Source: an optimization exercise on an open RTL-to-GDS flow (aim: small area). Production flows keep margins and buffers that such runs may drop. Where RTL was checked, it was by simulation tests only, not by an equivalence proof against the original. The RTL of run 3 was laid out without a check of its function. No driver is modelled on the clock port, so clocking that relies on it looks cheaper here than on a real chip. No activity file was given, so power comes from the tool's default toggle rates.

### design/flow/config.mk
export PLATFORM = sky130hd
export DESIGN_NAME = SDRAM_arbit
export DESIGN_NICKNAME = SDRAM_arbit
export VERILOG_FILES = /design/flow/design.v
export SDC_FILE = /design/flow/constraint.sdc
export NUM_CORES = 4
export LEC_CHECK = 0
export CAP_MARGIN = 20
export CORE_MARGIN = 2
export CORE_UTILIZATION = 40
export GPL_TIMING_DRIVEN = 0
export SLEW_MARGIN = 20
### design/flow/constraint.sdc
create_clock -name core_clock -period 10.0 [get_ports {sysclk_100M}]
set_input_delay 2.0000 -clock core_clock [delete_from_list [all_inputs] [get_ports {sysclk_100M}]]
set_output_delay 2.0000 -clock core_clock [all_outputs]
set_load 0.01 [all_outputs]
### design/flow/design.v
module SDRAM_arbit(
    input                   sysclk_100M         ,
    input                   rst_n               ,
    output                  CKE                 ,
    output                  cs_n                ,
    output  reg             ras_n               ,
    output  reg             cas_n               ,
    output  reg             we_n                ,
    output          [12:0]  addr                ,
    output          [ 1:0]  ba                  ,
    output          [ 1:0]  dqm                 ,
    output          [15:0]  dq_o                ,
    output                  dq_oe               ,
    input           [15:0]  dq_i                ,
    input                   write_trig          ,
    output                  write_data_vld      ,
    input           [15:0]  w_dq                ,
    input                   read_trig           ,
    output                  read_data_vld       ,
    output          [15:0]  r_dq                ,
    output                  write_end
);
localparam  P_INIT  = 4'b0000,
            P_ARBI  = 4'b0001,       
            P_ARBF  = 4'b0010,       
            P_ARBS  = 4'b0011,       
            P_REF0  = 4'b0100,       
            P_REF   = 4'b0101,
            P_S0    = 4'b1000,       
            P_S1    = 4'b1001,
            P_A0    = 4'b1010,       
            P_A1    = 4'b1011,
            P_X     = 4'b1100,       
            P_P0    = 4'b1110,       
            P_P1    = 4'b1111;
localparam  ROW_LAST = 1440 - 1;
localparam  L_ZERO        = 10'b0000000001;    
localparam  L_INIT_FIRST  = 10'b0100111110;    
localparam  L_INIT_RELOAD = 10'b1010111001;    
localparam  L_REF_RELOAD  = 10'b0111011111;    
localparam  M_INIT_PRE    = 10'b0100110111;    
localparam  V_INIT_PRE    = 10'b0000010010;
localparam  M_INIT_REF    = 10'b0100011111;    
localparam  V_INIT_REF    = 10'b0000001000;
localparam  M_REF_CMD     = 10'b0000100010;    
localparam  V_REF_CMD     = 10'b0000000010;
localparam  M_REF_END     = 10'b0000000110;    
localparam  V_REF_END     = 10'b0000000010;
reg  [3:0]  ph;
reg         flag;            
reg  [3:0]  wc;              
reg  [9:0]  dcnt;            
reg         wstat, rstat;    
reg         wtd, rtd;        
reg         wt1, rt1;        
reg         wend_q;          
reg  [5:0]  wcol;            
reg  [10:0] wrow;
reg         wbank;
reg  [5:0]  rcol;            
reg  [10:0] rrow;
reg         rbank;
assign CKE   = 1'b1;
assign cs_n  = 1'b0;
assign dqm   = 2'b00;
assign dq_o  = w_dq;
assign r_dq  = dq_i;
wire init    = (ph == P_INIT);
wire arbi    = (ph == P_ARBI);
wire arb     = ~ph[3] & ~ph[2] & ph[1];             
wire ref0    = (ph == P_REF0);
wire in_ref  = ~ph[3] & ph[2];
wire sess    = ph[3];
wire s_act   = ph[3] & ~ph[2] & ph[1];
wire s_xfer  = ph[3] & ph[2] & ~ph[1];
wire s_pre0  = (ph == P_P0);
wire s_pre1  = (ph == P_P1);
wire wr      = flag;
wire d_low   = (dcnt[9:1] == 9'd0);   
wire d_zero  = d_low & dcnt[0];
wire d_lock  = d_low & ~dcnt[0];      
wire ref_req = d_low & ~ref0;
wire rcol63  = (rcol == 6'd63);
wire wc0     = (wc == 4'd0);
wire w_b7    = s_xfer & wr & (wc[2:0] == 3'd7);     
wire w_rowend = w_b7 & (wcol == 6'd63);
wire w_lastrow = ((wrow & ROW_LAST) == ROW_LAST);    
wire w_frame = w_rowend & w_lastrow;
wire wend_c  = (s_xfer & wr & (wc[2:0] == 3'd6) & (wcol[4:0] == 5'd31)) | (~(s_act & wr) & wend_q);
wire w_bank_c = wbank ^ w_frame;
wire rc11    = (wc == 4'd11);                       
wire r_rowend = rc11 & rcol63;
wire r_lastrow = ((rrow & ROW_LAST) == ROW_LAST);
wire r_frame = r_rowend & r_lastrow;
wire rend_idle = (rcol[4:0] == 5'd0);
wire rend_last = (rcol[4:0] == 5'd31);
wire r_bank_c = r_frame ? ~wbank : rbank;
wire both    = wstat & rstat & wend_q & rend_idle;
wire g_rd    = both ? flag : (~(wstat & rend_idle) & rstat & wend_q);
wire g_wr    = both ? ~flag : (wstat & rend_idle);
wire x_last  = w_b7 | rc11;                         
wire x_stop  = x_last & (d_lock | (wr ? (wend_q | w_rowend) : rend_last));
reg  [3:0]  ph_nx;
always @(*) begin
    if (init)
        ph_nx = (d_zero & rcol63) ? P_ARBI : P_INIT;
    else if (arbi)
        ph_nx = P_REF0;
    else if (arb)
        ph_nx = ref_req ? P_REF0 : (g_rd | g_wr) ? P_S0 : ph;
    else if (ref0)
        ph_nx = P_REF;
    else if (in_ref)
        ph_nx = ((dcnt & M_REF_END) == V_REF_END) ? P_ARBF : P_REF;
    else if (s_xfer)
        ph_nx = x_stop ? P_P0 : P_X;
    else if (s_pre1)
        ph_nx = P_ARBS;
    else
        ph_nx = ph + 4'd1;      
end
wire        flag_nx = (arb & ~ref_req & (g_rd | g_wr)) ? g_wr : flag;
wire [3:0]  wc_nx   = (s_xfer & ~x_last) ? wc + 4'd1 : 4'd0;
wire [5:0]  wcol_nx = wcol + {5'd0, w_b7};
wire [9:0]  dcnt_nx = (ref0 | (init & d_zero & ~rcol63)) ? (init ? L_INIT_RELOAD : L_REF_RELOAD) :
                      d_zero ? 10'd0 : {dcnt[8:0], dcnt[9] ^ dcnt[6]};
always @(posedge sysclk_100M)
    wc <= wc_nx;
always @(posedge sysclk_100M) begin
    wtd <= wt1;
    rtd <= rt1;
end
always @(posedge sysclk_100M) begin
    wrow <= ((w_frame | init) ? 11'd0 : wrow) + {10'd0, w_rowend & ~w_lastrow};
    rrow <= ((r_frame | init) ? 11'd0 : rrow) + {10'd0, r_rowend & ~r_lastrow};
end
always @(posedge sysclk_100M or negedge rst_n) begin
    if (!rst_n) begin
        ph     <= P_INIT;
        flag   <= 1'b0;
        dcnt   <= L_INIT_FIRST;
        wstat  <= 1'b0;
        rstat  <= 1'b0;
        wt1    <= 1'b0;
        rt1    <= 1'b0;
        wend_q <= 1'b0;
        wcol   <= 6'd0;
        wbank  <= 1'b0;
        rcol   <= 6'd0;
        rbank  <= 1'b0;
    end else begin
        ph     <= ph_nx;
        flag   <= flag_nx;
        dcnt   <= dcnt_nx;
        wstat  <= (s_pre1 & wr)  ? ~wend_q : (wstat | wtd);
        rstat  <= (s_pre1 & ~wr) ? ~rend_idle : (rstat | rtd);
        wt1    <= write_trig;
        rt1    <= read_trig;
        wend_q <= wend_c;
        wcol   <= wcol_nx;
        wbank  <= w_bank_c;
        rcol   <= rcol + {5'd0, rc11 | (init & d_zero)};
        rbank  <= r_bank_c;
    end
end
wire nx_xfer = ph_nx[3] & ph_nx[2] & ~ph_nx[1];
wire nx_act  = ph_nx[3] & ~ph_nx[2] & ph_nx[1];
assign dq_oe          = ph_nx[3] & flag_nx;
assign write_data_vld = nx_xfer & flag_nx;
assign read_data_vld  = nx_xfer & ~flag_nx & (wc_nx[3] | wc_nx[2]);
assign write_end      = (nx_xfer & flag_nx & (wc_nx[2:0] == 3'd6) & (wcol_nx[4:0] == 5'd31)) |
                        (~(nx_act & flag_nx) & wend_c);
reg  [10:0] addr_c;
reg         ba_c;
always @(*) begin
    {ras_n, cas_n, we_n} = 3'b111;
    addr_c = 11'h400;
    ba_c   = 1'b0;
    if (init) begin
        if (rcol63 & ((dcnt & M_INIT_PRE) == V_INIT_PRE)) {ras_n, cas_n, we_n} = 3'b010;
        if (rcol63 & ((dcnt & M_INIT_REF) == V_INIT_REF)) {ras_n, cas_n, we_n} = 3'b001;
        if (rcol63 & d_zero) begin
            {ras_n, cas_n, we_n} = 3'b000;
            addr_c = 11'h033;
        end
    end else if (arbi) begin
        addr_c = 11'h033;
    end else if (in_ref | (ph == P_ARBF)) begin
        if (in_ref & ((dcnt & M_REF_CMD) == V_REF_CMD)) {ras_n, cas_n, we_n} = 3'b001;
        addr_c = 11'd0;
    end else begin
        if (ph == P_A0) {ras_n, cas_n, we_n} = 3'b011;
        if (s_xfer & wc0) {ras_n, cas_n, we_n} = {2'b10, ~wr};
        if (s_pre0) {ras_n, cas_n, we_n} = 3'b010;
        if (s_act)
            addr_c = wr ? wrow : rrow;
        else if (wr)
            addr_c = {s_pre0, 1'b0, wcol, wc[2:0]};
        else if (s_xfer)
            addr_c = {2'b00, rcol, 3'b000};
        ba_c = wr ? w_bank_c : r_bank_c;
    end
end
assign addr = {2'b00, addr_c};
assign ba   = {ba_c, 1'b0};
endmodule
### design/flow/flow/run.sh
#!/bin/bash
# Layout: the standard ORFS flow (standard.sh) with these changes:
# - synthesis: the standard flow's own synthesis script with flow/synth_overrides.tcl inserted, which
#   maps adders ripple-carry, leaves them to ABC instead of adder cells, and runs ABC
#   with an area script (flow/area.abc); the flip-flops and their names are the
#   standard synthesis's;
# - clock tree: flow/clock_tree.tcl, in place of TritonCTS's H-tree: the clock port drives
#   four clock buffers, one per quadrant of the flip-flops, each a clkbuf_8 unless its
#   quadrant needs a clkbuf_16;
# - port buffers: the smallest buffer cell;
# - constant outputs: the synthesis's two tie cells, not one tie cell per output.
# Each tool's output stays in orfs/logs; the make run's own output goes to standard.log.
set -euo pipefail
cd "$(dirname "$0")/.."
{ head -n 1 synth_recipe.tcl; cat flow/synth_overrides.tcl; tail -n +2 synth_recipe.tcl; } > flow_synth.tcl
sed "s#SYNTH_SCRIPT=[^ ]*#SYNTH_SCRIPT=$PWD/flow_synth.tcl#" standard.sh > flow_standard.sh
grep -q "SYNTH_SCRIPT=$PWD/flow_synth.tcl" flow_standard.sh
export FLOW_AREA_ABC="$PWD/flow/area.abc"
export PRE_CTS_TCL="$PWD/flow/clock_tree.tcl"
export CTS_ARGS="-sink_clustering_enable -repair_clock_nets -buf_list sky130_fd_sc_hd__clkbuf_8 -dont_use_dummy_load"
export BUFFER_PORTS_ARGS="-buffer_cell sky130_fd_sc_hd__buf_1"
export SKIP_REPAIR_TIE_FANOUT=1
bash flow_standard.sh > standard.log 2>&1
### design/flow/flow/area.abc
strash
dc2
strash
&get -n
&dch -f
&nf -p -F 8 -A 4 -R 1000
&put
strash
dc2
strash
&get -n
&dch -f
&nf -p -F 8 -A 4 -R 1000
&put
strash
dc2
strash
&get -n
&dch -f
&nf -p -F 8 -A 4 -R 1000
&put
### design/flow/flow/clock_tree.tcl
set db [ord::get_db]
set block [ord::get_db_block]
set clk_net [$block findNet sysclk_100M]
set master [$db findMaster sky130_fd_sc_hd__clkbuf_8]
set items {}
foreach it [$clk_net getITerms] {
  if {![$it isInputSignal]} { continue }
  set loc [[$it getInst] getLocation]
  lappend items [list [lindex $loc 0] [lindex $loc 1] $it]
}
proc split_half {lst idx} {
  set s [lsort -integer -index $idx $lst]
  set h [expr {[llength $s] / 2}]
  return [list [lrange $s 0 [expr {$h - 1}]] [lrange $s $h end]]
}
set groups {}
foreach half [split_half $items 0] {
  foreach q [split_half $half 1] { lappend groups $q }
}
set skip [list sysclk_100M]
set i 0
foreach g $groups {
  set sx 0; set sy 0
  foreach it $g { set sx [expr {$sx + [lindex $it 0]}]; set sy [expr {$sy + [lindex $it 1]}] }
  set n [llength $g]
  set buf [odb::dbInst_create $block $master "clkq_buf_$i"]
  set net [odb::dbNet_create $block "clkq_net_$i"]
  $net setSigType CLOCK
  [$buf findITerm A] connect $clk_net
  [$buf findITerm X] connect $net
  foreach it $g {
    set iterm [lindex $it 2]
    $iterm disconnect
    $iterm connect $net
  }
  $buf setLocation [expr {$sx / $n}] [expr {$sy / $n}]
  $buf setPlacementStatus PLACED
  lappend skip "clkq_net_$i"
  incr i
}
global_connect

# upsize the buffer of any group whose clock pins would see too slow a clock edge
set_propagated_clock [all_clocks]
estimate_parasitics -placement
set big [$db findMaster sky130_fd_sc_hd__clkbuf_16]
for {set k 0} {$k < $i} {incr k} {
  set buf [$block findInst "clkq_buf_$k"]
  set worst 0.0
  foreach it [[$block findNet "clkq_net_$k"] getITerms] {
    if {![$it isInputSignal]} { continue }
    set pin [get_pins "[[$it getInst] getName]/[[$it getMTerm] getName]"]
    set sl [get_property $pin slew_max]
    if {$sl > $worst} { set worst $sl }
  }
  if {$worst > 0.110} {
    $buf swapMaster $big
    puts "clock buffer clkq_buf_$k: estimated slew [format %.1f [expr {$worst * 1000}]] ps, now clkbuf_16"
  } else {
    puts "clock buffer clkq_buf_$k: estimated slew [format %.1f [expr {$worst * 1000}]] ps"
  }
}
puts "hand-built clock tree: $i buffers of sky130_fd_sc_hd__clkbuf_8, nets $skip"
set_cts_config -skip_nets $skip
set_propagated_clock [all_clocks]
### design/flow/flow/synth_overrides.tcl
# Inserted by flow/run.sh into the standard flow's synthesis script (synth_recipe.tcl) right after
# its first line, before ORFS's synth.tcl runs. Only the combinational mapping changes;
# the flip-flop mapping, names and everything else stay the standard synthesis's.
#
# Adders: Yosys's default ripple-carry map instead of ORFS's Kogge-Stone extra map
# (synth.tcl adds that map only while SYNTH_OPERATIONS_ARGS is empty), and no
# extraction of half and full adders into adder cells ahead of ABC, so that ABC maps
# them together with the logic around them.
set ::env(SYNTH_OPERATIONS_ARGS) " "
set ::env(ADDER_MAP_FILE) ""
# ABC: an area-oriented script (flow/area.abc: three rounds of rewriting, choice
# computation and area-recovering mapping) without ORFS's delay target, which
# reaches ABC as 10 ps because the clock period is given in ns.
proc abc {args} {
  set keep {}
  set skip 0
  foreach a $args {
    if {$skip} { set skip 0; continue }
    if {$a eq "-script" || $a eq "-D"} { set skip 1; continue }
    lappend keep $a
  }
  yosys abc -script $::env(FLOW_AREA_ABC) {*}$keep
}
# No buffers on pass-through wires (the standard flow removes them again in placement).
set ::env(SYNTH_INSBUF) 0
### design/flow/standard.sh
#!/bin/bash
# synth_recipe.tcl (not shown) runs the flow's synth.tcl, then flattens the netlist and writes it again
# the make line also repeats each setting of config.mk as NAME=value (left out here)
make -C /OpenROAD-flow-scripts/flow DESIGN_CONFIG=/design/flow/config.mk WORK_HOME=/design/flow/orfs CLKGATE_MAP_FILE= SYNTH_SCRIPT=/design/flow/synth_recipe.tcl "${@:-finish}"
==> summary.txt, run 1 <==
Synthesis
  • Ys Warns: 1
  • Top cell type's share of synthesized area: 0.240
  • #FFs+latches synth: 62
  • Post-synth top flop: dfxtp_1
  • Cell area after synthesis: 2920 um^2
  • Most common cell in the netlist: nor2_1
  • Seq/Total Area, Yosys: 0.486
  • Yosys cell types: 41
  • Mapped Cells: 330
  • Area contributors post-synth: dfrtp_1 (24%), dfxtp_1 (19%), a21oi_1 (6.3%)
  • Syn Nets: 366
  • Post-synth ARST share: 0.548
  • Avg Cell Area, Syn: 8.84 um^2
  • Synth area leader: dfrtp_1
  • Post-synth EDFFs: 0
  • Top cells by count, synth: nor2_1 (47), a21oi_1 (37), dfrtp_1 (28), dfxtp_1 (28), nand2_1 (26)

Die
  • Full die area: 7990 um^2
  • Num rows: 31
  • Initial core utilization: 0.409
  • Die span in x: 89.4 um
  • Io pins: 94
  • Vert. Die Dim: 89.4 um
  • Core Box Area: 7140 um^2

Cells and area
  • Non-Filler Instances: 456
  • Fin nets: 395
  • Layout cells sized above 1: 0.0336
  • Ant diodes: 0
  • Final Cell Area: 3210 um^2
  • Area Overhead vs Synth: 9.95%

STA
  • Fmax: 185 MHz
  • Clk_skew: 0.0101 ns
  • Slew HR: 0.333
  • Final-report setup violation count: 0
  • RSZ-0062 raised after global routing: no
  • Crit share post-route: 0.539
  • Crit path time final: 5.39 ns
  • Fin. Hold Viols: 0
  • Worst setup margin: 4.61 ns
  • Setup tns final: 0 ns
  • Final max-slew violation count: 0
  • Worst-Margin Slew: 0.993 ns

Setup path
  • CP delay by family, top: simple AND/OR/NAND/NOR gates
  • Most repeated library cell on the critical path: nand2_1
  • Worst r2r src: ph[2]
  • Worst setup endpoint: write_end
  • Worst EP arrival: 3.39 ns
  • WP buf/inv: 1
  • Reg2reg path depth: 16
  • Cell count along the critical path: 15
  • Largest stage delay on the critical path: 0.61 ns
  • Terminus of the critical flop-to-flop path: wrow[9]
  • Worst-path cell chain: nand2_1, or2_0, nor2_1, and4_1, nor2b_1, nand2_1, nand3b_1, o21ai_0, o311ai_0, a21oi_1, nor2_1, nor3_1, nand4_1, nand2_1, buf_1
  • Setup crit start kind: register
  • Setup crit end kind: output pin
  • Crit-path slowest cell: dfrtp_1
  • Reg2reg setup slack: 5.32 ns
  • WS Path Type: reg -> out
  • CP Data Required Time: 8.00 ns
  • Crit path launch: ph[2]
  • CP Max Fanout: 16

Pwr
  • Overall Power: 354 uW
  • Switching share of power: 0.185
  • Leakage power: 1.28 nW
  • Comb power frac: 0.015
  • Pint: 288 uW
  • Pwr Density: 110 nW/um^2
  • Reg power frac: 0.706
  • VDD IR-drop max: 0.0000803 V
  • Clk pwr share: 0.278
  • P_sw: 65.6 uW

Detailed routing
  • Drt total wl: 7290 um
  • Antenna Nets Post-Route: 0
  • WL/cell: 16.0 um
  • Via count: 2562
  • DRT Pass-1 Iters: 4
  • Iteration-0 DRC count of the detailed router: 147
  • DRC: 0
  • Vias per cell: 5.62

Global route
  • Vias in the first global route: 2323
  • Global-route wire length before repair: 11500 um
  • Grt ovf: 0
  • GRT Util Overall: 0.179
  • Largest net degree at the start of global routing: 28
  • Initial antenna violation count: 0

Clocking
  • Clk slew on worst S/H paths: 0.09 ns
  • Hold-fix buffers at CTS: 0
  • Post_cts resized: 0
  • Later-pin clock latency in the skew report: 0.16 ns
  • Post-CTS setup buffers: 0

Job
  • Total of max-cap violations: 0

Place
  • Cell Area, Placed: 3150 um^2
  • Routability-driven placement congestion ratio: 0.826
  • PortBufs: 22
  • DP Wirelength: 5470 um
  • DP Worst Slack: 4.75 ns
  • Placed insts: 452

Hold path
  • Worst hold path class: reg -> reg

Run status
  • Outcome: no timing/DRC/antenna violations
## routing by layer
layer | wire length, um | vias to the layer above | track usage
met5 | 0 | - | 0
met4 | 111 | 0 | 0.0271
met3 | 441 | 9 | 0.0434
met2 | 3300 | 67 | 0.279
met1 | 3440 | 1208 | 0.258
li1 | - | 1278 | -
## power groups by stage
stage	logic [mW]	clock network [mW]	registers [mW]
global placement	0.00432	0	0.255
finish	0.00544	0.0984	0.250
global route	0.00625	0.110	0.250
CTS	0.00577	0.102	0.250
detailed placement	0.00575	0	0.255
floorplan	0.00114	0	0.255
## sequential cells by signal, indices dropped and copies added, names as in the netlist
name / cells
dcnt: 10
flag: 1
ph: 4
rbank: 1
rcol: 6
rrow: 11
rstat: 1
rt1: 1
rtd: 1
wbank: 1
wc: 4
wcol: 6
wend_q: 1
wrow: 11
wstat: 1
wt1: 1
wtd: 1
## worst reg2reg max path, delay by kind of cell, from the launching register on
kind | cells | cell delay (ns)
and+or+nand+nor | 14 | 3.89
DFF | 1 | 0.54
AOI/OAI and AO/OA | 2 | 0.20
## placed cells by master, fill, tap and decap left out, types with 3 or more instances in the layout
cell type	n
nor2_1	47
a21oi_1	37
dfrtp_1	28
dfxtp_1	28
nand2_1	26
buf_1	21
o21ai_0	17
nand3_1	12
nor3_1	10
clkinv_1	8
and4_1	8
nor2b_1	7
and3_1	7
a22oi_1	7
xor2_1	7
or3_1	6
and2_0	6
a221oi_1	6
o21a_1	6
nand4_1	6
dfstp_2	6
o221ai_1	5
nand2b_1	4
a31oi_1	4
a22o_1	4
o22ai_1	4
clkbuf_8	4
nor4_1	3
## logic make-up after synthesis
group,synth area share
flip-flops,0.486
buffers and inverters,0.0103
other,0.00257
AO/OA/AOI/OAI,0.219
XOR/XNOR,0.0270
AND/OR/NAND/NOR,0.254
## stage by stage
step | hold slack (ns) | utilization
global route | 0.368 | 0.449
finish | 0.348 | 0.449
floorplan | 0.324 | -
CTS | 0.349 | 0.449
global placement | 0.326 | 0.438
detailed placement | 0.327 | 0.442
## worst min-delay path by stage
stage | cells after the start | startpoint | slack (ns) | to
CTS | 0 | rt1 | 0.35 | rtd
global route | 0 | wt1 | 0.37 | wtd
finish | 0 | wt1 | 0.35 | wtd
floorplan | 0 | rt1 | 0.32 | rtd
global placement | 0 | wt1 | 0.33 | wtd
detailed placement | 0 | rt1 | 0.33 | rtd
## area by class of cell
class	count	area (um^2)
fill	759	3930
timing repair buffer	23	111
buffer	4	55.1
inverter	8	30.0
tap	99	124
sequential	62	1420
multi-input combinational	260	1470
==> run 2: changes to the inputs <==
--- a/design/flow/flow/clock_tree.tcl
+++ b/design/flow/flow/clock_tree.tcl
@@ -3,3 +3,3 @@
 set clk_net [$block findNet sysclk_100M]
-set master [$db findMaster sky130_fd_sc_hd__clkbuf_8]
+set master [$db findMaster sky130_fd_sc_hd__clkbuf_4]
 set items {}
@@ -44,6 +44,4 @@
 set_propagated_clock [all_clocks]
-estimate_parasitics -placement
-set big [$db findMaster sky130_fd_sc_hd__clkbuf_16]
-for {set k 0} {$k < $i} {incr k} {
-  set buf [$block findInst "clkq_buf_$k"]
+proc group_slew {block k} {
+  estimate_parasitics -placement
   set worst 0.0
@@ -55,8 +53,12 @@
   }
-  if {$worst > 0.110} {
-    $buf swapMaster $big
-    puts "clock buffer clkq_buf_$k: estimated slew [format %.1f [expr {$worst * 1000}]] ps, now clkbuf_16"
-  } else {
-    puts "clock buffer clkq_buf_$k: estimated slew [format %.1f [expr {$worst * 1000}]] ps"
+  return $worst
+}
+for {set k 0} {$k < $i} {incr k} {
+  set buf [$block findInst "clkq_buf_$k"]
+  foreach size {8 16} {
+    set worst [group_slew $block $k]
+    if {$worst <= 0.110} { break }
+    $buf swapMaster [$db findMaster sky130_fd_sc_hd__clkbuf_$size]
   }
+  puts "clock buffer clkq_buf_$k: [[$buf getMaster] getName], estimated slew [format %.1f [expr {[group_slew $block $k] * 1000}]] ps"
 }
--- a/design/flow/flow/synth_overrides.tcl
+++ b/design/flow/flow/synth_overrides.tcl
@@ -23,3 +23 @@
 }
-# No buffers on pass-through wires (the standard flow removes them again in placement).
-set ::env(SYNTH_INSBUF) 0
--- a/design/flow/config.mk
+++ b/design/flow/config.mk
@@ -9,4 +9,3 @@
 export CORE_MARGIN = 2
-export CORE_UTILIZATION = 40
-export GPL_TIMING_DRIVEN = 0
+export CORE_UTILIZATION = 70
 export SLEW_MARGIN = 20
==> summary.txt, run 2 <==
STA
  • RSZ-0062 raised after global routing: no
  • Final-report setup violation count: 0
  • Fin. Hold Viols: 0
  • Clk_skew: 0.0122 ns
  • Crit share post-route: 0.531
  • Final max-slew violation count: 0
  • Fmax: 188 MHz
  • Crit path time final: 5.31 ns
  • Setup tns final: 0 ns
  • Slew HR: 0.460
  • Worst-Margin Slew: 0.810 ns

Pwr
  • Leakage power: 1.28 nW
  • Pint: 287 uW
  • Switching share of power: 0.182
  • P_sw: 63.7 uW
  • Reg power frac: 0.713
  • VDD IR-drop max: 0.000125 V
  • Comb power frac: 0.011
  • Pwr Density: 112 nW/um^2
  • Clk pwr share: 0.276
  • Overall Power: 351 uW

Clocking
  • Hold-fix buffers at CTS: 0
  • Later-pin clock latency in the skew report: 0.15 ns
  • Post_cts resized: 0
  • Post-CTS setup buffers: 0
  • Clk slew on worst S/H paths: 0.09 ns

Job
  • Total of max-cap violations: 0

Cells and area
  • Most common cell after layout, fill and taps aside: nor2_1
  • Final Util: 0.717
  • Fin nets: 397
  • Final Cell Area: 3140 um^2
  • Ant diodes: 0
  • Biggest regs: rrow x11, wrow x11, dcnt x10
  • Layout cells sized above 1: 0.0390
  • Area Overhead vs Synth: -2.29%
  • Commonest cells after routing, fill and taps aside: nor2_1 (47), a21oi_1 (37), dfrtp_1 (28), dfxtp_1 (28), nand2_1 (26)
  • Non-Filler Instances: 411

Detailed routing
  • Drt total wl: 6970 um
  • Wire length on met1: 3290 um
  • Antenna Nets Post-Route: 0
  • Vias per cell: 6.40
  • Max Used Layer: met4
  • Iteration-0 DRC count of the detailed router: 185
  • Via count: 2631
  • DRT Pass-1 Iters: 5
  • Met2 wire length: 3160 um
  • WL/cell: 17.0 um
  • DRC: 0
  • Metal3 WL: 405 um

Die
  • Vert. Die Dim: 71.8 um
  • Core Box Area: 4380 um^2
  • Full die area: 5150 um^2
  • Initial core utilization: 0.734
  • Io pins: 94
  • Die span in x: 71.8 um
  • Num rows: 24

Synthesis
  • Top cell type's share of synthesized area: 0.218
  • Mapped Cells: 370
  • Cell area after synthesis: 3220 um^2
  • Yosys cell types: 42
  • Area contributors post-synth: dfrtp_1 (22%), dfxtp_1 (17%), buf_4 (9.3%)
  • Synth area leader: dfrtp_1
  • Largest family of logic cells by synthesized area: simple AND/OR/NAND/NOR gates
  • #FFs+latches synth: 62
  • Seq/Total Area, Yosys: 0.441
  • Synthesized-area fraction occupied by and/or/nand/nor cells: 0.231
  • Syn Nets: 406
  • Most common cell in the netlist: nor2_1
  • Post-Synth Adder-Cell Area: 0
  • Post-synthesis mux area share: 0
  • Post-Synth XOR/XNOR Area: 0.0245
  • Area fraction in compound gates after synthesis: 0.199
  • Avg Cell Area, Syn: 8.69 um^2
  • Top cells by count, synth: nor2_1 (47), buf_4 (40), a21oi_1 (37), dfrtp_1 (28), dfxtp_1 (28)
  • Post-synth top flop: dfxtp_1
  • Post-synth EDFFs: 0
  • Ys Warns: 1
  • Post-synth ARST share: 0.548

Setup path
  • WP buf/inv: 1
  • Setup crit end kind: output pin
  • Most repeated library cell on the critical path: nand2_1
  • Largest stage delay on the critical path: 0.60 ns
  • WS Path Type: reg -> out
  • Setup crit start kind: register
  • Worst-path cell chain: nand2_1, or2_0, nor2_1, and4_1, nor2b_1, nand2_1, nand3b_1, o21ai_0, o311ai_0, a21oi_1, nor2_1, nor3_1, nand4_1, nand2_1, buf_1
  • Crit-path slowest cell: dfrtp_1
  • CP Max Fanout: 16
  • CP Data Required Time: 8.00 ns
  • CP delay by family, top: simple AND/OR/NAND/NOR gates
  • Worst EP arrival: 3.31 ns

Global route
  • Grt ovf: 0
  • Largest net degree at the start of global routing: 35
  • Initial antenna violation count: 0
  • Global-route wire length before repair: 11500 um
  • Vias in the first global route: 2384
  • GRT Util Overall: 0.272

Run status
  • Outcome: no timing/DRC/antenna violations

Hold path
  • Worst hold path class: reg -> reg

Place
  • Routability-driven placement congestion ratio: 0.960
  • DP Wirelength: 5300 um
  • PortBufs: 22
  • Placed insts: 407
  • Cell Area, Placed: 3090 um^2
==> run 2: worst paths after layout <==
| check | from | cells after the start | to | slack, ns |
|---|---|---|---|---|
| worst min register to register | wt1 | 0 | wtd | 0.35 |
| min in group asynchronous | rst_n | 1 | rbank | 1.92 |
| worst max-delay path | ph[2] | 15 | write_end | 4.69 |
| worst min-delay path | wt1 | 0 | wtd | 0.35 |
| worst max register to register | ph[2] | 16 | wrow[10] | 5.81 |
| max in group asynchronous | rst_n | 1 | wcol[1] | 7.56 |
==> run 2: power by group through the flow <==
stage / clock network [mW] / logic, mW / registers, mW
detailed placement: 0 / 0.00424 / 0.255
global route: 0.109 / 0.00487 / 0.250
CTS: 0.0989 / 0.00426 / 0.250
global placement: 0 / 0.00420 / 0.255
floorplan: 0 / 0.0164 / 0.255
finish: 0.0968 / 0.00402 / 0.250
==> run 2: layout make-up <==
class	instances	area, um^2
repair buffers	25	106
multi-input cells	260	1470
well taps	52	65.1
flip-flops and latches	62	1420
inverters	8	30.0
fillers	356	1240
plain buffers	4	55.1
==> run 2: worst reg2reg max path, delay by kind of cell (launching register included) <==
| family | cells | cell delay (ns) |
|---|---|---|
| compound gates | 1 | 0.18 |
| flops | 1 | 0.60 |
| simple gates | 14 | 3.15 |
| buf+inv | 1 | 0.18 |
==> run 2: kinds of logic after synthesis <==
| logic type | count (synthesis) |
|---|---|
| buf+inv | 48 |
| simple gates | 148 |
| compound gates | 101 |
| flops | 62 |
| xor+xnor | 9 |
| other cells | 2 |
==> run 2: routing by layer <==
metal | vias to the layer above | GRT usage
li1 | 1287 | -
met1 | 1241 | 0.418
met2 | 87 | 0.433
met3 | 16 | 0.0127
met4 | 0 | 0.0545
met5 | - | 0
==> run 2: per-stage QoR <==
stage | setup slack [ns] | hold slack (ns)
6_report | 4.69 | 0.348
5_1_grt | 4.28 | 0.356
4_1_cts | 4.72 | 0.353
3_5_place_dp | 4.93 | 0.333
3_3_place_gp | 5.08 | 0.325
2_1_floorplan | 5.39 | 0.324
==> run 3: changes to the inputs <==
--- a/design/flow/design.v
+++ b/design/flow/design.v
@@ -22,4 +22,4 @@
 );
-localparam  P_INIT  = 4'b0000,
-            P_ARBI  = 4'b0001,       
+localparam  P_INIT0 = 4'b0000,       
+            P_INIT  = 4'b0001,       
             P_ARBF  = 4'b0010,       
@@ -37,3 +37,3 @@
 localparam  L_ZERO        = 10'b0000000001;    
-localparam  L_INIT_FIRST  = 10'b0100111110;    
+localparam  L_INIT_START  = 10'b1001111100;    
 localparam  L_INIT_RELOAD = 10'b1010111001;    
@@ -67,4 +67,4 @@
 assign r_dq  = dq_i;
+wire init0   = (ph == P_INIT0);
 wire init    = (ph == P_INIT);
-wire arbi    = (ph == P_ARBI);
 wire arb     = ~ph[3] & ~ph[2] & ph[1];             
@@ -104,6 +104,6 @@
 always @(*) begin
-    if (init)
-        ph_nx = (d_zero & rcol63) ? P_ARBI : P_INIT;
-    else if (arbi)
-        ph_nx = P_REF0;
+    if (init0)
+        ph_nx = P_INIT;
+    else if (init)
+        ph_nx = d_lock ? P_REF0 : P_INIT;    
     else if (arb)
@@ -124,3 +124,4 @@
 wire [5:0]  wcol_nx = wcol + {5'd0, w_b7};
-wire [9:0]  dcnt_nx = (ref0 | (init & d_zero & ~rcol63)) ? (init ? L_INIT_RELOAD : L_REF_RELOAD) :
+wire [9:0]  dcnt_nx = init0 ? L_INIT_START :
+                      (ref0 | (init & d_zero & ~rcol63)) ? (init ? L_INIT_RELOAD : L_REF_RELOAD) :
                       d_zero ? 10'd0 : {dcnt[8:0], dcnt[9] ^ dcnt[6]};
@@ -128,2 +129,4 @@
     wc <= wc_nx;
+always @(posedge sysclk_100M)
+    dcnt <= dcnt_nx;
 always @(posedge sysclk_100M) begin
@@ -138,5 +141,4 @@
     if (!rst_n) begin
-        ph     <= P_INIT;
+        ph     <= P_INIT0;
         flag   <= 1'b0;
-        dcnt   <= L_INIT_FIRST;
         wstat  <= 1'b0;
@@ -153,3 +155,2 @@
         flag   <= flag_nx;
-        dcnt   <= dcnt_nx;
         wstat  <= (s_pre1 & wr)  ? ~wend_q : (wstat | wtd);
@@ -181,8 +182,4 @@
         if (rcol63 & ((dcnt & M_INIT_REF) == V_INIT_REF)) {ras_n, cas_n, we_n} = 3'b001;
-        if (rcol63 & d_zero) begin
-            {ras_n, cas_n, we_n} = 3'b000;
-            addr_c = 11'h033;
-        end
-    end else if (arbi) begin
-        addr_c = 11'h033;
+        if (rcol63 & d_zero) {ras_n, cas_n, we_n} = 3'b000;
+        if ((rcol63 & d_zero) | d_lock) addr_c = 11'h033;
     end else if (in_ref | (ph == P_ARBF)) begin
--- a/design/flow/flow/clock_tree.tcl
+++ b/design/flow/flow/clock_tree.tcl
@@ -3,3 +3,3 @@
 set clk_net [$block findNet sysclk_100M]
-set master [$db findMaster sky130_fd_sc_hd__clkbuf_4]
+set master [$db findMaster sky130_fd_sc_hd__clkbuf_8]
 set items {}
@@ -44,4 +44,6 @@
 set_propagated_clock [all_clocks]
-proc group_slew {block k} {
-  estimate_parasitics -placement
+estimate_parasitics -placement
+set big [$db findMaster sky130_fd_sc_hd__clkbuf_16]
+for {set k 0} {$k < $i} {incr k} {
+  set buf [$block findInst "clkq_buf_$k"]
   set worst 0.0
@@ -53,12 +55,8 @@
   }
-  return $worst
-}
-for {set k 0} {$k < $i} {incr k} {
-  set buf [$block findInst "clkq_buf_$k"]
-  foreach size {8 16} {
-    set worst [group_slew $block $k]
-    if {$worst <= 0.110} { break }
-    $buf swapMaster [$db findMaster sky130_fd_sc_hd__clkbuf_$size]
+  if {$worst > 0.110} {
+    $buf swapMaster $big
+    puts "clock buffer clkq_buf_$k: estimated slew [format %.1f [expr {$worst * 1000}]] ps, now clkbuf_16"
+  } else {
+    puts "clock buffer clkq_buf_$k: estimated slew [format %.1f [expr {$worst * 1000}]] ps"
   }
-  puts "clock buffer clkq_buf_$k: [[$buf getMaster] getName], estimated slew [format %.1f [expr {[group_slew $block $k] * 1000}]] ps"
 }
--- a/design/flow/config.mk
+++ b/design/flow/config.mk
@@ -9,3 +9,3 @@
 export CORE_MARGIN = 2
-export CORE_UTILIZATION = 70
+export CORE_UTILIZATION = 40
 export SLEW_MARGIN = 20
==> summary.txt, run 3 <==
Synthesis
  • Post-synth EDFFs: 0
  • Avg Cell Area, Syn: 8.25 um^2
  • Yosys cell types: 38
  • Post-synth top flop: dfxtp_1
  • Syn Nets: 426
  • #FFs+latches synth: 62
  • Area contributors post-synth: dfxtp_1 (24%), dfrtp_1 (19%), buf_4 (9.3%)
  • Most common cell in the netlist: nor2_1
  • Post-synth ARST share: 0.387
  • Mapped Cells: 390
  • Seq/Total Area, Yosys: 0.423
  • Ys Warns: 1
  • Synth area leader: dfxtp_1
  • Top cell type's share of synthesized area: 0.236
  • Cell area after synthesis: 3220 um^2
  • Top cells by count, synth: nor2_1 (54), a21oi_1 (44), buf_4 (40), dfxtp_1 (38), nand2_1 (38)

Cells and area
  • Multi-input logic area: 1540 um^2
  • Most common cell after layout, fill and taps aside: nor2_1
  • Area Overhead vs Synth: -0.311%
  • Ant diodes: 0
  • Commonest cells after routing, fill and taps aside: nor2_1 (53), a21oi_1 (44), nand2_1 (38), dfxtp_1 (38), dfrtp_1 (24)
  • FF/Latch Area: 1360 um^2
  • Fillers: 847
  • Fin nets: 417
  • Layout cells sized above 1: 0.0211
  • Biggest regs: rrow x11, wrow x11, dcnt x10

Clocking
  • Post_cts resized: 0
  • Hold-fix buffers at CTS: 0
  • Later-pin clock latency in the skew report: 0.16 ns
  • Clk slew on worst S/H paths: 0.10 ns
  • Post-CTS setup buffers: 0

Hold path
  • Worst hold path class: reg -> reg

STA
  • Crit path time final: 5.26 ns
  • Final max-slew violation count: 0
  • Setup tns final: 0 ns
  • Worst-Margin Slew: 0.905 ns
  • Slew HR: 0.394
  • RSZ-0062 raised after global routing: no
  • Final-report setup violation count: 0
  • Fmax: 190 MHz
  • Fin. Hold Viols: 0
  • Crit share post-route: 0.526
  • Clk_skew: 0.0127 ns
  • Final hold slack: 0.355 ns

Global route
  • Initial antenna violation count: 0
  • Largest net degree at the start of global routing: 35
  • Global-route wire length before repair: 12400 um
  • Vias in the first global route: 2544
  • Grt ovf: 0
  • GRT Util Overall: 0.170

Run status
  • Outcome: no timing/DRC/antenna violations

Detailed routing
  • Via count: 2688
  • Antenna Nets Post-Route: 0
  • Vias per cell: 5.59
  • DRT Pass-1 Iters: 4
  • Iteration-0 DRC count of the detailed router: 148
  • DRC: 0
  • Drt total wl: 7440 um
  • WL/cell: 15.5 um

Die
  • Vert. Die Dim: 93.7 um
  • Io pins: 94
  • Num rows: 32
  • Initial core utilization: 0.414
  • Full die area: 8780 um^2
  • Die span in x: 93.7 um
  • Core Box Area: 7770 um^2

Setup path
  • Worst EP arrival: 3.26 ns
  • Setup crit start kind: register
  • CP Data Required Time: 8.00 ns
  • Setup crit end kind: output pin
  • WS Path Type: reg -> out
  • CP Max Fanout: 13

Job
  • Total of max-cap violations: 0

Pwr
  • VDD IR-drop max: 0.0000853 V
  • Overall Power: 352 uW
  • Pwr Density: 110 nW/um^2
  • Leakage power: 1.24 nW

Place
  • DP Wirelength: 5570 um
  • Routability-driven placement congestion ratio: 0.856
  • PortBufs: 22
[run 3: changes by cell type in the layout (fill, tap and decap cells not counted), moves of 5 or more]
cell | previous run | this run
and4_1 | 8 | 0
a21oi_1 | 37 | 44
dfxtp_1 | 28 | 38
nor2_1 | 47 | 53
dfstp_2 | 6 | 0
mux2i_1 | 0 | 6
nand2_1 | 26 | 38
a22oi_1 | 7 | 0
o221ai_1 | 5 | 0
xnor2_1 | 2 | 7
[run 3: path summary, 6_finish.rpt]
path	from	end	slack, ns	cells past startpoint
max	ph[2]	write_end	4.74	15
min	rt1	rtd	0.35	0
max reg2reg	ph[2]	wrow[9]	5.56	21
min reg2reg	rt1	rtd	0.35	0
max in group asynchronous	rst_n	wcol[2]	7.92	2
min in group asynchronous	rst_n	ph[0]	1.81	2
[run 3: metrics by stage]
| step | utilization | instance area [um^2] | std cells | setup slack [ns] |
|---|---|---|---|---|
| 2_1_floorplan | - | 3220 | 390 | 5.30 |
| 3_3_place_gp | 0.406 | 3150 | 477 | 5.12 |
| 3_5_place_dp | 0.406 | 3150 | 477 | 5.00 |
| 4_1_cts | 0.413 | 3210 | 481 | 4.79 |
| 5_1_grt | 0.413 | 3210 | 481 | 4.36 |
| 6_report | 0.413 | 3210 | 481 | 4.74 |
[run 3: where the power goes]
| part | total [mW] | switching, mW | internal, mW | leakage (nW) |
|---|---|---|---|---|
| Sequential | 0.249 | 0.000182 | 0.249 | 0.621 |
| Combinational | 0.00384 | 0.00331 | 0.000524 | 0.591 |
| Clock | 0.0988 | 0.0618 | 0.0370 | 0.0288 |
| Total | 0.352 | 0.0653 | 0.287 | 1.24 |
[run 3: logic make-up (layout without fill, tap and decap cells)]
| group | count (synthesis) | after routing | synth area share |
|---|---|---|---|
| AND/OR/NAND/NOR | 169 | 169 | 0.251 |
| AO/OA/AOI/OAI | 92 | 92 | 0.170 |
| flip-flops | 62 | 62 | 0.423 |
| buffers and inverters | 46 | 35 | 0.100 |
| XOR/XNOR | 13 | 13 | 0.0354 |
| multiplexers | 6 | 6 | 0.0187 |
| other | 2 | 2 | 0.00233 |
[run 3: critical path, cell delays in order (launching register included)]
cell and delay [ns]:
dfrtp_1 0.57, nand2_1 0.17, nor2_1 0.26, nand2_1 0.15
nor2_1 0.23, nand2_1 0.13, nor2_1 0.29, nand4_1 0.26
a21oi_1 0.20, nor2_1 0.05, nor4_1 0.15, o21ai_0 0.16
and3_1 0.22, nand4_1 0.09, nand2_1 0.06, buf_1 0.13
[run 3: cell type report]
cell class                      instances  share of cell area
Tap cell                              102              0.0398
Buffer                                  4              0.0172
Inverter                                6             0.00702
Sequential cell                        62               0.424
Timing Repair Buffer                   25              0.0327
Multi-Input combinational cell        282               0.479
[run 3: metal layers]
| layer | global-route usage | up-vias | part of all wire |
|---|---|---|---|
| li1 | - | 1321 | - |
| met1 | 0.254 | 1287 | 0.49 |
| met2 | 0.274 | 70 | 0.44 |
| met3 | 0.0185 | 10 | 0.058 |
| met4 | 0.0169 | 0 | 0.011 |
| met5 | 0 | - | 0 |

[port drivers added, routing unchanged]
The flow's constraints put no driver on any port. The routed layouts listed below were extracted and timed again, unchanged, in two steps.
Step 1 (the two cells are an assumption about what drives the block):
set clk [get_ports {sysclk_100M}]
set_driving_cell -lib_cell sky130_fd_sc_hd__clkbuf_16 $clk
set_driving_cell -lib_cell sky130_fd_sc_hd__buf_2 [delete_from_list [all_inputs] $clk]
Step 2, shift: input delay + t, output delay - t, t = (earliest + latest rising clock arrival at the registers) / 2. This alone moves slack from input paths to output paths.
Slacks: ideal ports / drivers / drivers and shift; pairs: ideal ports / drivers.
| run | shift t [ns] | setup slack, ns | hold WS [ns] | worst setup path after step 2 | pins driven straight from the clock port |
|---|---|---|---|---|---|
| run 1 | 0.214 | 4.606 / 4.544 / 4.758 | 0.348 / 0.348 / 0.348 | register to output | 4 |
| run 2 | 0.203 | 4.692 / 4.637 / 4.840 | 0.348 / 0.348 / 0.348 | register to output | 4 |
| run 3 | 0.215 | 4.743 / 4.681 / 4.896 | 0.355 / 0.355 / 0.355 | register to output | 4 |
After both steps setup and hold are still met in every run listed.
